Background: an optimization exercise with open tools, aiming at small area and a short achievable clock period. Do not read the settings as production practice. The RTL was checked by simulation tests, not by an equivalence proof against the original design. Power figures rest on the tool's default switching activity, not on a simulated workload.

==> try-zinc: inputs <==
Design data_path, start of the top module:
module data_path (
    input  wire        clk,
    input  wire        reset,
    input  wire [31:0] instr,
    input  wire [31:0] read_data,
    input  wire        irq,
    input  wire        firq,
    output wire [31:0] pc,
    output wire [31:0] addr_data,
    output wire [31:0] write_data,
    output wire        we
);
Settings: LEC_CHECK=0, CAP_MARGIN=30, CELL_PAD_IN_SITES_DETAIL_PLACEMENT=1, CELL_PAD_IN_SITES_GLOBAL_PLACEMENT=2, CORE_MARGIN=2, CORE_UTILIZATION=45, CTS_CLUSTER_DIAMETER=100, CTS_CLUSTER_SIZE=20, PLACE_DENSITY=0.55, SLEW_MARGIN=30; clock period 15.0 ns.
standard.sh (not shown) runs the stock make flow with config.mk's settings and CLKGATE_MAP_FILE= SYNTH_SCRIPT=/design/flow/synth_recipe.tcl, a recipe that flattens the netlist after the stock synthesis.
==> flow/flow/run.sh <==
#!/bin/bash
# Layout: the standard ORFS flow (standard.sh), unchanged except that
# timing repair (floorplan, CTS and global-route repair_timing) aims for a
# larger setup slack than the default and uses only unbuffer, sizing, pin
# swap and cloning moves (no rebuffering), so that it sizes the critical
# paths instead of stopping once the 15 ns clock is met.  The SDC, clock
# period, synthesis and every other step are the standard ones.
set -euo pipefail
cd "$(dirname "$0")/.."
bash standard.sh SETUP_SLACK_MARGIN=9.5 SETUP_MOVE_SEQUENCE=unbuffer,sizeup,swap,clone finish > flow_make.log 2>&1
==> try-violet (differences from try-zinc) <==
--- a/flow/design.v
+++ b/flow/design.v
@@ -18,22 +18,13 @@
             3'b010: alu_result = a & b;
             3'b011: alu_result = a | b;
             3'b111: alu_result = a ^ b;
             default: alu_result = 32'b0;
         endcase
     end
-    reg         zero;
-    always @(*) begin
-        case (alu_control)
-            3'b000, 3'b100: zero = ((a ^ b) == ((a | b) << 1));
-            3'b001, 3'b101, 3'b111: zero = (a == b);
-            3'b010: zero = ((a & b) == 32'b0);
-            3'b011: zero = ((a | b) == 32'b0);
-            default: zero = 1'b1;
-        endcase
-    end
+    wire zero     = (alu_result == 32'b0);
     wire neg      = alu_result[31];
     wire overflow = ~alu_control[1] & ((a[31] ^ b[31]) == sub) & (a[31] ^ alu_result[31]);
     wire carry    = ~alu_control[1] & cout;
     assign alu_flags = {neg, zero, carry, overflow};
 endmodule
 module mul32p(
@@ -1040,26 +1031,25 @@
 );
     genvar g;
     reg  [31:0] pc_f;
     reg  [31:0] instr_d;
     reg         pc_src_e, reg_write_e, mem_to_reg_e, mem_write_e;
     reg  [2:0]  alu_control_e;
-    reg         branch_e, shift_flag_e;
+    reg         branch_e, alu_src_e, shift_flag_e, swap_e;
     reg  [1:0]  flag_write_e;
     reg  [3:0]  cond_e;
     reg  [31:0] rd1_e, rd2_e;
     reg  [15:0] m_one_e, m_two_e, m_neg_e;
     reg  [25:0] ext_imm_e;
     reg  [3:0]  wa3_e;
     reg  [1:0]  int_req_e;
     reg         mul_control_e;
     reg  [1:0]  sh_kind_e;
     reg  [4:0]  sh_amt_e;
     reg         sh_big_e;
-    reg         fbm, fbw;
-    reg  [4:0]  sel_a, sel_b;    
+    reg         fam, faw, fbm, fbw;
     reg  [3:0]  flags;
     reg         pc_src_m, reg_write_m, mem_to_reg_m, mem_write_m;
     reg  [31:0] alu_result_m, write_data_m;
     reg  [3:0]  wa3_m;
     reg         pc_src_w, reg_write_w, mem_to_reg_w;
     reg  [31:0] result_w;
@@ -1089,32 +1079,33 @@
     wire [31:0] pc_plus4 = pc_f + 32'd4;
     wire [31:0] pc_plus8 = pc_f + 32'd8;
     wire        we3      = reg_write_w;
     wire        link_w   = ~we3 & link_d & m_usr;
     wire        clear_rf = reset & ~we3 & ~link_d;
     wire [31:0] wdata    = we3 ? result_w : link_d ? pc_plus4 : 32'd0;
+    wire        whz      = |wdata[31:5];
     wire [25:0] rf_en;
-    wire [31:0] rf_q [0:25];
+    wire [32:0] rf_q [0:25];
     generate
         for (g = 0; g < 26; g = g + 1) begin : g_rf
             localparam integer LR = (g < 15) ? g : (g < 22) ? g - 7 :
                                     (g < 24) ? g - 9 : g - 11;
             wire hit = we3 & (wa3_w == LR);
             wire sel = (g < 8)  ? 1'b1 :
                        (g < 13) ? ~m_fiq :
                        (g < 15) ? m_usr :
                        (g < 22) ? m_fiq :
                        (g < 24) ? m_irq : m_svc;
             assign rf_en[g] = (hit & sel) | clear_rf | ((g == 14) ? link_w : 1'b0);
-            reg [31:0] q;
+            reg [32:0] q;
             always @(posedge clk)
-                if (rf_en[g]) q <= wdata;
+                if (rf_en[g]) q <= {whz, wdata};
             assign rf_q[g] = q;
         end
     endgenerate
-    wire [31:0] lr [0:15];
+    wire [32:0] lr [0:15];
     generate
         for (g = 0; g < 8; g = g + 1) begin : g_lo
             assign lr[g] = rf_q[g];
         end
         for (g = 8; g < 13; g = g + 1) begin : g_mid
             assign lr[g] = m_fiq ? rf_q[g + 7] : rf_q[g];
@@ -1122,17 +1113,20 @@
         for (g = 13; g < 15; g = g + 1) begin : g_hi
             assign lr[g] = m_fiq ? rf_q[g + 7] :
                            m_irq ? rf_q[g + 9] :
                            m_svc ? rf_q[g + 11] : rf_q[g];
         end
     endgenerate
-    assign lr[15] = pc_plus8;
-    wire [3:0]  ra3_d = shift_flag_d ? wa3_w : ra4_d;
-    wire [31:0] rd1_d = lr[ra1_d];
-    wire [31:0] rd2_d = lr[ra2_d];
-    wire [31:0] rs_d  = lr[ra3_d];
+    assign lr[15] = {|pc_plus8[31:5], pc_plus8};
+    wire [32:0] rd1_x = lr[ra1_d];
+    wire [32:0] rd2_x = lr[ra2_d];
+    wire [32:0] rs_x  = lr[ra4_d];
+    wire [32:0] rd3_x = lr[wa3_w];
+    wire [31:0] rd1_d = rd1_x[31:0];
+    wire [31:0] rd2_d = rd2_x[31:0];
+    wire [31:0] rs_d  = rs_x[31:0];
     wire [32:0] rs_bx = {rs_d, 1'b0};
     wire [15:0] m_one_d, m_two_d, m_neg_d;
     generate
         for (g = 0; g < 16; g = g + 1) begin : g_booth
             assign m_one_d[g] = rs_bx[2*g+1] ^ rs_bx[2*g];
             assign m_two_d[g] = (rs_bx[2*g+2] & ~rs_bx[2*g+1] & ~rs_bx[2*g]) |
@@ -1143,14 +1137,14 @@
     wire [25:0] ext_imm_d = (imm_src_d == 2'b00) ? {18'b0, instr_d[7:0]} :
                             (imm_src_d == 2'b01) ? {14'b0, instr_d[11:0]} :
                             (imm_src_d == 2'b10) ? {instr_d[23:0], 2'b00} : 26'b0;
     localparam [1:0] SK_LSL = 2'd0, SK_LSR = 2'd1, SK_ROR = 2'd2, SK_IMM = 2'd3;
     wire        i11_4_zero = (instr_d[11:4] == 8'b0);
     wire        regsh      = instr_d[4];
-    wire [4:0]  amt        = regsh ? rs_d[4:0] : instr_d[11:7];
-    wire        big        = regsh & (|rs_d[31:5]);
+    wire [4:0]  amt        = regsh ? rd3_x[4:0] : instr_d[11:7];
+    wire        big        = regsh & rd3_x[32];
     reg  [1:0]  sh_kind_d;
     reg  [4:0]  sh_amt_d;
     reg         sh_big_d;
     always @(*) begin
         sh_kind_d = SK_ROR;
         sh_amt_d  = 5'd0;
@@ -1175,86 +1169,77 @@
         .alu_src(), .imm_src(), .reg_src(reg_src_n), .alu_control(),
         .flag_w(), .shift_flag(), .swap(), .branch(), .link(),
         .interrupt_svc(), .mul_flag(mul_flag_n), .mul_control());
     wire [3:0] ra1_n = reg_src_n[0] ? 4'd15 :
                        mul_flag_n   ? instr_n[15:12] : instr_n[19:16];
     wire [3:0] ra2_n = reg_src_n[1] ? instr_n[15:12] : instr_n[3:0];
-    wire fam_n = ~reset & reg_write_e & (ra1_n == wa3_e);
-    wire faw_n = ~reset & reg_write_m & (ra1_n == wa3_m);
-    wire fbm_n = ~reset & reg_write_e & (ra2_n == wa3_e);
-    wire fbw_n = ~reset & reg_write_m & (ra2_n == wa3_m);
-    wire [4:0] opa_n = fam_n ? 5'b00001 : faw_n ? 5'b00010 : 5'b00100;
-    wire [4:0] opb_n = alu_src_n ? 5'b01000 :
-                       fbm_n ? 5'b00001 : fbw_n ? 5'b00010 : 5'b10000;
     always @(posedge clk) begin
-        fbm   <= fbm_n;
-        fbw   <= fbw_n;
-        sel_a <= swap_n ? opb_n : opa_n;
-        sel_b <= swap_n ? opa_n : opb_n;
+        fam <= ~reset & reg_write_e & (ra1_n == wa3_e);
+        faw <= ~reset & reg_write_m & (ra1_n == wa3_m);
+        fbm <= ~reset & reg_write_e & (ra2_n == wa3_e);
+        fbw <= ~reset & reg_write_m & (ra2_n == wa3_m);
     end
     wire        cond_ex;
     cond_check cond_check_u(.cond(cond_e), .flags(flags), .cond_ex(cond_ex));
     wire        branch_take_e = branch_e & cond_ex;
     wire        flush_e = reset | ldr_stall | branch_take_e;
-    wire        swap_n    = ~flush_e & swap_d;
-    wire        alu_src_n = ~flush_e & alu_src_d;
     always @(posedge clk) begin
         if (flush_e) begin
             pc_src_e      <= 1'b0;
             reg_write_e   <= 1'b0;
             mem_to_reg_e  <= 1'b0;
             mem_write_e   <= 1'b0;
             alu_control_e <= 3'b0;
             branch_e      <= 1'b0;
+            alu_src_e     <= 1'b0;
             flag_write_e  <= 2'b0;
             rd1_e         <= 32'b0;
             rd2_e         <= 32'b0;
             m_one_e       <= 16'b0;
             m_two_e       <= 16'b0;
             m_neg_e       <= 16'b0;
             wa3_e         <= 4'b0;
             shift_flag_e  <= 1'b0;
+            swap_e        <= 1'b0;
             int_req_e     <= 2'b0;
         end else begin
             pc_src_e      <= pc_src_d;
             reg_write_e   <= reg_write_d;
             mem_to_reg_e  <= mem_to_reg_d;
             mem_write_e   <= mem_write_d;
             alu_control_e <= alu_control_d;
             branch_e      <= branch_d;
+            alu_src_e     <= alu_src_d;
             flag_write_e  <= flag_write_d;
             rd1_e         <= rd1_d;
             rd2_e         <= rd2_d;
             m_one_e       <= m_one_d;
             m_two_e       <= m_two_d;
             m_neg_e       <= m_neg_d;
             wa3_e         <= wa3_d;
             shift_flag_e  <= shift_flag_d;
+            swap_e        <= swap_d;
             int_req_e     <= {m_irq | m_svc, m_fiq | m_svc};
         end
     end
     always @(posedge clk) begin
         cond_e        <= instr_d[31:28];
         ext_imm_e     <= ext_imm_d;
         mul_control_e <= mul_control_d;
         sh_kind_e     <= sh_kind_d;
         sh_amt_e      <= sh_amt_d;
         sh_big_e      <= sh_big_d;
     end
     wire [31:0] ext_imm_x = {{6{ext_imm_e[25]}}, ext_imm_e};
+    wire [31:0] src_a = fam ? alu_result_m : faw ? result_w : rd1_e;
     wire [31:0] src_b = fbm ? alu_result_m : fbw ? result_w : rd2_e;
-    wire [31:0] op_a = ({32{sel_a[0]}} & alu_result_m) | ({32{sel_a[1]}} & result_w) |
-                       ({32{sel_a[2]}} & rd1_e) | ({32{sel_a[3]}} & ext_imm_x) |
-                       ({32{sel_a[4]}} & rd2_e);
-    wire [31:0] op_b = ({32{sel_b[0]}} & alu_result_m) | ({32{sel_b[1]}} & result_w) |
-                       ({32{sel_b[2]}} & rd1_e) | ({32{sel_b[3]}} & ext_imm_x) |
-                       ({32{sel_b[4]}} & rd2_e);
+    wire [31:0] src_bi = alu_src_e ? ext_imm_x : src_b;
     wire [31:0] alu_result;
     wire [3:0]  alu_flags;
-    alu alu_u(.src_ina(op_a), .src_inb(op_b), .alu_control(alu_control_e),
-              .swap(1'b0), .alu_result(alu_result), .alu_flags(alu_flags));
+    alu alu_u(.src_ina(src_a), .src_inb(src_bi), .alu_control(alu_control_e),
+              .swap(swap_e), .alu_result(alu_result), .alu_flags(alu_flags));
     wire [31:0] mul_out;
     mul32p mul_u(.a(rd1_e), .b_one(m_one_e), .b_two(m_two_e), .b_neg(m_neg_e),
                  .c(mul_control_e ? rd2_e : 32'd0), .p(mul_out));
     wire [4:0]  rot_amt = (sh_kind_e == SK_LSL) ? (5'd0 - sh_amt_e) : sh_amt_e;
     wire [31:0] rot_s0 = rot_amt[0] ? {rd2_e[0],     rd2_e[31:1]}  : rd2_e;
     wire [31:0] rot_s1 = rot_amt[1] ? {rot_s0[1:0],  rot_s0[31:2]} : rot_s0;
@@ -1267,17 +1252,14 @@
             assign sh_mask[g] = ~sh_big_e &
                 ((sh_kind_e == SK_LSL) ? (sh_amt_e <= g) :
                  (sh_kind_e == SK_LSR) ? (sh_amt_e <= 31 - g) : 1'b1);
         end
     endgenerate
     wire [31:0] shift_out = (sh_kind_e == SK_IMM) ? ext_imm_x : (rot & sh_mask);
-    wire        e_sh  = shift_flag_e;
-    wire        e_mul = ~shift_flag_e & mul_flag_d;
-    wire        e_alu = ~shift_flag_e & ~mul_flag_d;
-    wire [31:0] alu_result_e = ({32{e_sh}} & shift_out) | ({32{e_mul}} & mul_out) |
-                               ({32{e_alu}} & alu_result);
+    wire [31:0] alu_result_e = shift_flag_e ? shift_out :
+                               mul_flag_d   ? mul_out : alu_result;
     always @(posedge clk or posedge reset) begin
         if (reset) flags <= 4'b0;
         else begin
             if (flag_write_e[1]) flags[3:2] <= alu_flags[3:2];
             if (flag_write_e[0]) flags[1:0] <= alu_flags[1:0];
         end
@@ -1320,21 +1302,16 @@
     end
     always @(posedge clk)
         result_w <= mem_to_reg_m ? read_data : alu_result_m;
     wire stall_f = ldr_stall | pc_src_d | pc_src_e | pc_src_m;
     wire [31:0] pc_alt  = interrupt_e ? interrupt_vector_e :
                           pc_src_w    ? result_w : pc_plus4;
-    wire        pc_take = ~stall_f & branch_take_e;
-    wire        pc_seq  = ~stall_f & ~branch_take_e;
-    wire [31:0] pc_next = ({32{pc_take & e_mul}} & mul_out) |
-                          ({32{pc_take & e_alu}} & alu_result) |
-                          ({32{pc_take & e_sh}} & shift_out) |
-                          ({32{pc_seq}} & pc_alt) | ({32{stall_f}} & pc_f);
+    wire [31:0] pc_next = branch_take_e ? alu_result_e : pc_alt;
     always @(posedge clk or posedge reset) begin
         if (reset) pc_f <= 32'b0;
-        else pc_f <= pc_next;
+        else if (!stall_f) pc_f <= pc_next;
     end
     always @(posedge clk) begin
         if (reset | ldr_stall) instr_d <= 32'b0;
         else instr_d <= instr;
     end
     assign pc         = pc_f;
==> flow/flow/run.sh (replaced) <==
#!/bin/bash
# Layout: the standard ORFS flow (standard.sh), unchanged except that
# timing repair (floorplan, CTS and global-route repair_timing) aims for a
# larger setup slack than the default, so that it sizes and buffers the
# critical paths instead of stopping once the 15 ns clock is met.  The SDC,
# clock period, synthesis and every other step are the standard ones.
set -euo pipefail
cd "$(dirname "$0")/.."
bash standard.sh SETUP_SLACK_MARGIN=10 finish > flow_make.log 2>&1
- ABC_AREA: unset -> 1
==> try-ember (differences from try-zinc) <==
- ABC_AREA: unset -> 1
==> try-maple (differences from try-zinc) <==
--- a/flow/design.v
+++ b/flow/design.v
@@ -1267,17 +1267,14 @@
             assign sh_mask[g] = ~sh_big_e &
                 ((sh_kind_e == SK_LSL) ? (sh_amt_e <= g) :
                  (sh_kind_e == SK_LSR) ? (sh_amt_e <= 31 - g) : 1'b1);
         end
     endgenerate
     wire [31:0] shift_out = (sh_kind_e == SK_IMM) ? ext_imm_x : (rot & sh_mask);
-    wire        e_sh  = shift_flag_e;
-    wire        e_mul = ~shift_flag_e & mul_flag_d;
-    wire        e_alu = ~shift_flag_e & ~mul_flag_d;
-    wire [31:0] alu_result_e = ({32{e_sh}} & shift_out) | ({32{e_mul}} & mul_out) |
-                               ({32{e_alu}} & alu_result);
+    wire [31:0] alu_result_e = shift_flag_e ? shift_out :
+                               mul_flag_d   ? mul_out : alu_result;
     always @(posedge clk or posedge reset) begin
         if (reset) flags <= 4'b0;
         else begin
             if (flag_write_e[1]) flags[3:2] <= alu_flags[3:2];
             if (flag_write_e[0]) flags[1:0] <= alu_flags[1:0];
         end
@@ -1320,21 +1317,16 @@
     end
     always @(posedge clk)
         result_w <= mem_to_reg_m ? read_data : alu_result_m;
     wire stall_f = ldr_stall | pc_src_d | pc_src_e | pc_src_m;
     wire [31:0] pc_alt  = interrupt_e ? interrupt_vector_e :
                           pc_src_w    ? result_w : pc_plus4;
-    wire        pc_take = ~stall_f & branch_take_e;
-    wire        pc_seq  = ~stall_f & ~branch_take_e;
-    wire [31:0] pc_next = ({32{pc_take & e_mul}} & mul_out) |
-                          ({32{pc_take & e_alu}} & alu_result) |
-                          ({32{pc_take & e_sh}} & shift_out) |
-                          ({32{pc_seq}} & pc_alt) | ({32{stall_f}} & pc_f);
+    wire [31:0] pc_next = branch_take_e ? alu_result_e : pc_alt;
     always @(posedge clk or posedge reset) begin
         if (reset) pc_f <= 32'b0;
-        else pc_f <= pc_next;
+        else if (!stall_f) pc_f <= pc_next;
     end
     always @(posedge clk) begin
         if (reset | ldr_stall) instr_d <= 32'b0;
         else instr_d <= instr;
     end
     assign pc         = pc_f;
==> flow/flow/run.sh (replaced) <==
#!/bin/bash
# Layout: the standard ORFS flow (standard.sh), unchanged except that
# timing repair (floorplan, CTS and global-route repair_timing) aims for a
# larger setup slack than the default, so that it sizes and buffers the
# critical paths instead of stopping once the 15 ns clock is met.  The SDC,
# clock period, synthesis and every other step are the standard ones.
set -euo pipefail
cd "$(dirname "$0")/.."
bash standard.sh SETUP_SLACK_MARGIN=9.5 finish > flow_make.log 2>&1
- CTS_CLUSTER_DIAMETER: 100 -> unset
- CTS_CLUSTER_SIZE: 20 -> unset
==> comparison <==
- Via count, lowest first: try-zinc, try-maple, try-ember, try-violet.
- Fmax, highest first: try-violet, try-maple, try-ember, try-zinc.
- Global-route usage: try-maple > try-violet > try-ember > try-zinc.
- Non-clock buffer count: try-maple > try-violet > try-zinc > try-ember.
- Synthesized area: try-maple < try-zinc < try-violet < try-ember.
- Power: try-violet is smaller than try-maple (17%).
- Of try-violet and try-maple, try-violet has the higher register-to-register slack (gap 0.12 ns).
- Of try-maple and try-zinc, try-maple has the higher combinational power (gap 22%, measured against try-zinc).
- In try-violet the first-iteration DRC count is higher than in try-zinc, by 4.9%.

static timing again, ports no longer ideal:
No port has a modelled driver above. Below, the same layouts with a new extraction and two added sets of constraints.
Step 1 (the two cells are an assumption about what drives the block):
set clk [get_ports {clk}]
set_driving_cell -lib_cell sky130_fd_sc_hd__clkbuf_16 $clk
set_driving_cell -lib_cell sky130_fd_sc_hd__buf_2 [delete_from_list [all_inputs] $clk]
Step 2 moves the port delays by t, midway between the first and last clock arrival at a register: inputs arrive t later, outputs are due t later. That takes back most of the time a late clock gives input paths.
a / b / c = ideal / step 1 / step 2; a / b = the first two.
run	t (ns)	setup WS [ns]	worst setup path at the end	latest minus earliest clock arrival (ns)
try-zinc	0.829	8.332 / 8.333 / 8.333	register to register	0.050 / 0.049
try-violet	0.846	8.802 / 8.802 / 8.802	register to register	0.105 / 0.105
try-ember	0.850	8.562 / 8.562 / 8.147	input to register	0.076 / 0.075
try-maple	0.906	8.682 / 8.682 / 8.252	input to register	0.065 / 0.066
After both steps every run listed still meets setup and hold. The setup slack of try-maple, which loses most, moves by 0.000 ns with the drivers and by -0.430 ns with both steps.
